From an optimization exercise on the open Yosys and OpenROAD flow, aimed at small area; shortcuts taken in it are not production practice.
The RTL was checked by simulation tests, not by an equivalence proof against the original design.
Power and IR drop assume default switching activity.

## the previous run
==> flow/design.v (excerpt) <==
module GraphicDriver(clk, reset, VGA_HS, VGA_VS, VGA_R, VGA_G, VGA_B, VGA_SYNC_N, VGA_BLANK_N, KEY, enable, getAttack, blood1, blood2, magic, life, command);
  input clk;
  wire clk;
  input reset;
  wire reset;
  output VGA_HS;
  wire VGA_HS;
  output VGA_VS;
  wire VGA_VS;
  output [7:0] VGA_R;
  wire [7:0] VGA_R;
  output [7:0] VGA_G;
  wire [7:0] VGA_G;
  output [7:0] VGA_B;
  wire [7:0] VGA_B;
  output VGA_SYNC_N;
  wire VGA_SYNC_N;
  output VGA_BLANK_N;
  reg VGA_BLANK_N;
  input [3:0] KEY;
  wire [3:0] KEY;
  input [11:0] enable;
  wire [11:0] enable;
  input getAttack;
  wire getAttack;
  input [9:0] blood1;
  wire [9:0] blood1;
  input [9:0] blood2;
  wire [9:0] blood2;
  input [9:0] magic;
  wire [9:0] magic;
  input [2:0] life;
  wire [2:0] life;
  output [5:0] command;
  wire [5:0] command;
  wire _0000_;
  wire _0001_;
  wire _0002_;
  wire [3:0] _0003_;
  wire [2:0] _0004_;
  wire [3:0] _0005_;
  wire _0006_;
  wire _0007_;
  wire _0008_;
  wire _0009_;
  wire _0010_;
  wire _0011_;
  wire _0012_;
  wire _0013_;
  wire _0014_;
  wire _0015_;
  wire _0016_;
  wire _0017_;
  wire _0018_;
  wire _0019_;
  wire _0020_;
  wire _0021_;
  wire _0022_;
  wire _0023_;
  wire _0024_;
  wire _0025_;
  wire _0026_;
  wire _0027_;
  wire _0028_;
  wire _0029_;
  wire _0030_;
  wire _0031_;
  wire _0032_;
  wire _0033_;
  wire _0034_;
  wire _0035_;
  wire _0036_;
  wire _0037_;
  wire _0038_;
  wire _0039_;
  wire _0040_;
  wire _0041_;
  wire _0042_;
  wire _0043_;
  wire _0044_;
  wire _0045_;
  wire _0046_;
  wire _0047_;
  ...
Settings: LEC_CHECK=0, ABC_AREA=1, CAP_MARGIN=20, CORE_MARGIN=2, CORE_UTILIZATION=50, SLEW_MARGIN=20; clock period 8.0 ns.
standard.sh (not shown) runs the stock make flow with config.mk's settings and CLKGATE_MAP_FILE= SYNTH_SCRIPT=/design/flow/synth_recipe.tcl, a recipe that flattens the netlist after the stock synthesis.
==> flow/flow/run.sh <==
#!/bin/bash
# Own layout flow: the standard synthesis, then the combinational logic of its
# netlist is re-mapped for area (flip-flop cells and their names are kept),
# then the standard ORFS flow from floorplan on, with 1x port buffers.
# Every tool's output goes to a log file of its own in this folder.
set -euo pipefail
W=$PWD
R=$W/orfs/results/sky130hd/GraphicDriver/base
LIB=$FLOW_HOME/platforms/sky130hd/lib/sky130_fd_sc_hd__tt_025C_1v80.lib

# 1. standard synthesis
bash standard.sh synth > $W/log_1_standard_synth.log 2>&1
cp $R/1_2_yosys.v $W/std_1_2_yosys.v

# 2. re-map the combinational logic for area
DU=$(sed -n '/DONT_USE_CELLS += /,/^#/p' $FLOW_HOME/platforms/sky130hd/config.mk | grep -o 'sky130_fd_sc_hd__[a-z0-9_]*' | sed 's/^/-dont_use /' | tr '\n' ' ')
echo "strash; dch -f; amap; topo" > $W/remap.abc
cat > $W/remap.ys <<EOS
read_liberty -ignore_miss_func $LIB
read_verilog $W/std_1_2_yosys.v
hierarchy -top GraphicDriver
setattr -mod -set keep_hierarchy 1 sky130_fd_sc_hd__dfxtp_1
flatten
opt_clean -purge
abc -script $W/remap.abc -liberty $LIB $DU
opt_clean -purge
hilomap -singleton -hicell sky130_fd_sc_hd__conb_1 HI -locell sky130_fd_sc_hd__conb_1 LO
insbuf -buf sky130_fd_sc_hd__buf_4 A X
opt_clean -purge
select GraphicDriver
write_verilog -noattr -noexpr -selected $W/remapped.v
EOS
yosys -s $W/remap.ys > $W/log_2_remap.log 2>&1
cp $W/remapped.v $R/1_2_yosys.v
rm -f $R/1_synth.odb $R/1_synth.sdc
bash standard.sh synth > $W/log_3_synth_odb.log 2>&1

# 3. floorplan to final layout
bash standard.sh BUFFER_PORTS_ARGS="-buffer_cell sky130_fd_sc_hd__buf_1" finish > $W/log_4_finish.log 2>&1
In the previous run the implementation ran to completion but is not tape-out ready, as the final checks report negative setup slack.
--- input diff the previous run..the current run ---
==> flow/run.sh (new file) <==
#!/bin/bash
# synth_recipe.tcl (not shown) runs the flow's synth.tcl, then flattens the netlist and writes it again
# the make line also repeats each setting of config.mk as NAME=value (left out here)
make -C /OpenROAD-flow-scripts/flow DESIGN_CONFIG=/design/flow/config.mk WORK_HOME=/design/flow/orfs CLKGATE_MAP_FILE= SYNTH_SCRIPT=/design/flow/synth_recipe.tcl finish
removed: flow/flow/run.sh
removed: flow/standard.sh
### Flow results
- The previous run ended up with sky130_fd_sc_hd__nor2_1 as its most common library cell in the layout ignoring fill and taps; the current run ended up with sky130_fd_sc_hd__nand2_1.
- Weighted congestion reported at the end of routability-driven placement (the current run / the previous run): 0.916
- Compared with the previous run, in the current run worst clock skew down 0.0031 ns, share of total power in combinational logic down 1.4 points, initial cell density of the core up 0.68 points, number of clock buffers in the layout down 1.
- The current run went all the way through synthesis, placement and routing and the layout is clean on timing, DRC and antenna.
- The previous run vs the current run, highest signal layer in the routed design: met5 vs met4
- Changes observed in the current run relative to the previous run: core utilization lost 8.6 points, synthesized area picked up an extra 24%.

========
Another version of the RTL of GraphicDriver (not shown whole).
Size: ~86 I/O pins, ~10000 µm² of cells after synthesis.
export LEC_CHECK = 0
export ABC_AREA = 1
export CAP_MARGIN = 20
export CORE_MARGIN = 2
export CORE_UTILIZATION = 50
export CTS_BUF_LIST = sky130_fd_sc_hd__clkbuf_8
export GPL_TIMING_DRIVEN = 0
export SETUP_SLACK_MARGIN = 0.2
export SLEW_MARGIN = 20
create_clock -name core_clock -period 8.0 [get_ports {clk}]
==> flow/flow/run.sh <==
#!/bin/bash
# Own layout flow: the standard synthesis, then the combinational logic of its
# netlist is re-mapped for area (flip-flop cells and their names are kept),
# then the standard ORFS flow from floorplan on, with 1x port buffers.
# Every tool's output goes to a log file of its own in this folder.
set -euo pipefail
W=$PWD
R=$W/orfs/results/sky130hd/GraphicDriver/base
LIB=$FLOW_HOME/platforms/sky130hd/lib/sky130_fd_sc_hd__tt_025C_1v80.lib

# 1. standard synthesis
bash standard.sh synth > $W/log_1_standard_synth.log 2>&1
cp $R/1_2_yosys.v $W/std_1_2_yosys.v

# 2. re-map the combinational logic for area
DU=$(sed -n '/DONT_USE_CELLS += /,/^#/p' $FLOW_HOME/platforms/sky130hd/config.mk | grep -o 'sky130_fd_sc_hd__[a-z0-9_]*' | sed 's/^/-dont_use /' | tr '\n' ' ')
cp $W/flow/remap.abc $W/remap.abc
cat > $W/remap.ys <<EOS
read_liberty -ignore_miss_func $LIB
read_verilog $W/std_1_2_yosys.v
hierarchy -top GraphicDriver
setattr -mod -set keep_hierarchy 1 sky130_fd_sc_hd__dfxtp_1
flatten
opt_clean -purge
abc -D 8000 -script $W/remap.abc -liberty $LIB $DU
opt_clean -purge
hilomap -singleton -hicell sky130_fd_sc_hd__conb_1 HI -locell sky130_fd_sc_hd__conb_1 LO
insbuf -buf sky130_fd_sc_hd__buf_4 A X
opt_clean -purge
select GraphicDriver
write_verilog -noattr -noexpr -selected $W/remapped.v
EOS
yosys -s $W/remap.ys > $W/log_2_remap.log 2>&1
cp $W/remapped.v $R/1_2_yosys.v
rm -f $R/1_synth.odb $R/1_synth.sdc
bash standard.sh synth > $W/log_3_synth_odb.log 2>&1

# 3. floorplan to final layout
bash standard.sh BUFFER_PORTS_ARGS="-buffer_cell sky130_fd_sc_hd__buf_1" finish > $W/log_4_finish.log 2>&1
==> flow/flow/remap.abc <==
strash; balance; dch -f; map -D 4500 -a; topo; buffer -c; upsize -c; dnsize -c
Edit:
==> flow/flow/remap.abc (replaced) <==
strash; balance; dch -f; map -D 4500; topo; buffer -c; upsize -c; dnsize -c
Effect: Die area came out higher by 0.70%. Worst hold slack gets better by 13 ps. Power climbs by 3.9%. Clock power grows by 6.6%. Via count is about the same. Clock skew came out higher by 10 ps. Wire length grows by about 1.7%. Cell area increases by about 0.43%. Register-to-register slack barely changes. Maximum frequency hardly moves.

==> separate check: timing with driven ports <==
The flow's constraints put no driver on any port. The routed layouts listed below were extracted and timed again, unchanged, in two steps.
Step 1: set_driving_cell puts a clkbuf_16 on clk and a buf_2 on each other input, an assumption about the parent block.
Step 2, shift: input delay + t, output delay - t, t = (earliest + latest rising clock arrival at the registers) / 2. This alone moves slack from input paths to output paths.
a / b / c = ideal ports / drivers / drivers and shift; a / b = the first two.
run	shift t [ns]	setup WS [ns]	worst register clock-pin slew, ns
the previous run	0.396	-0.039 / -0.039 / -0.039	0.07 / 0.07
the current run	0.399	0.463 / 0.463 / 0.463	0.08 / 0.08
the first run of note 2	0.409	0.474 / 0.474 / 0.474	0.11 / 0.11
the second run of note 2	0.415	0.486 / 0.486 / 0.486	0.12 / 0.12
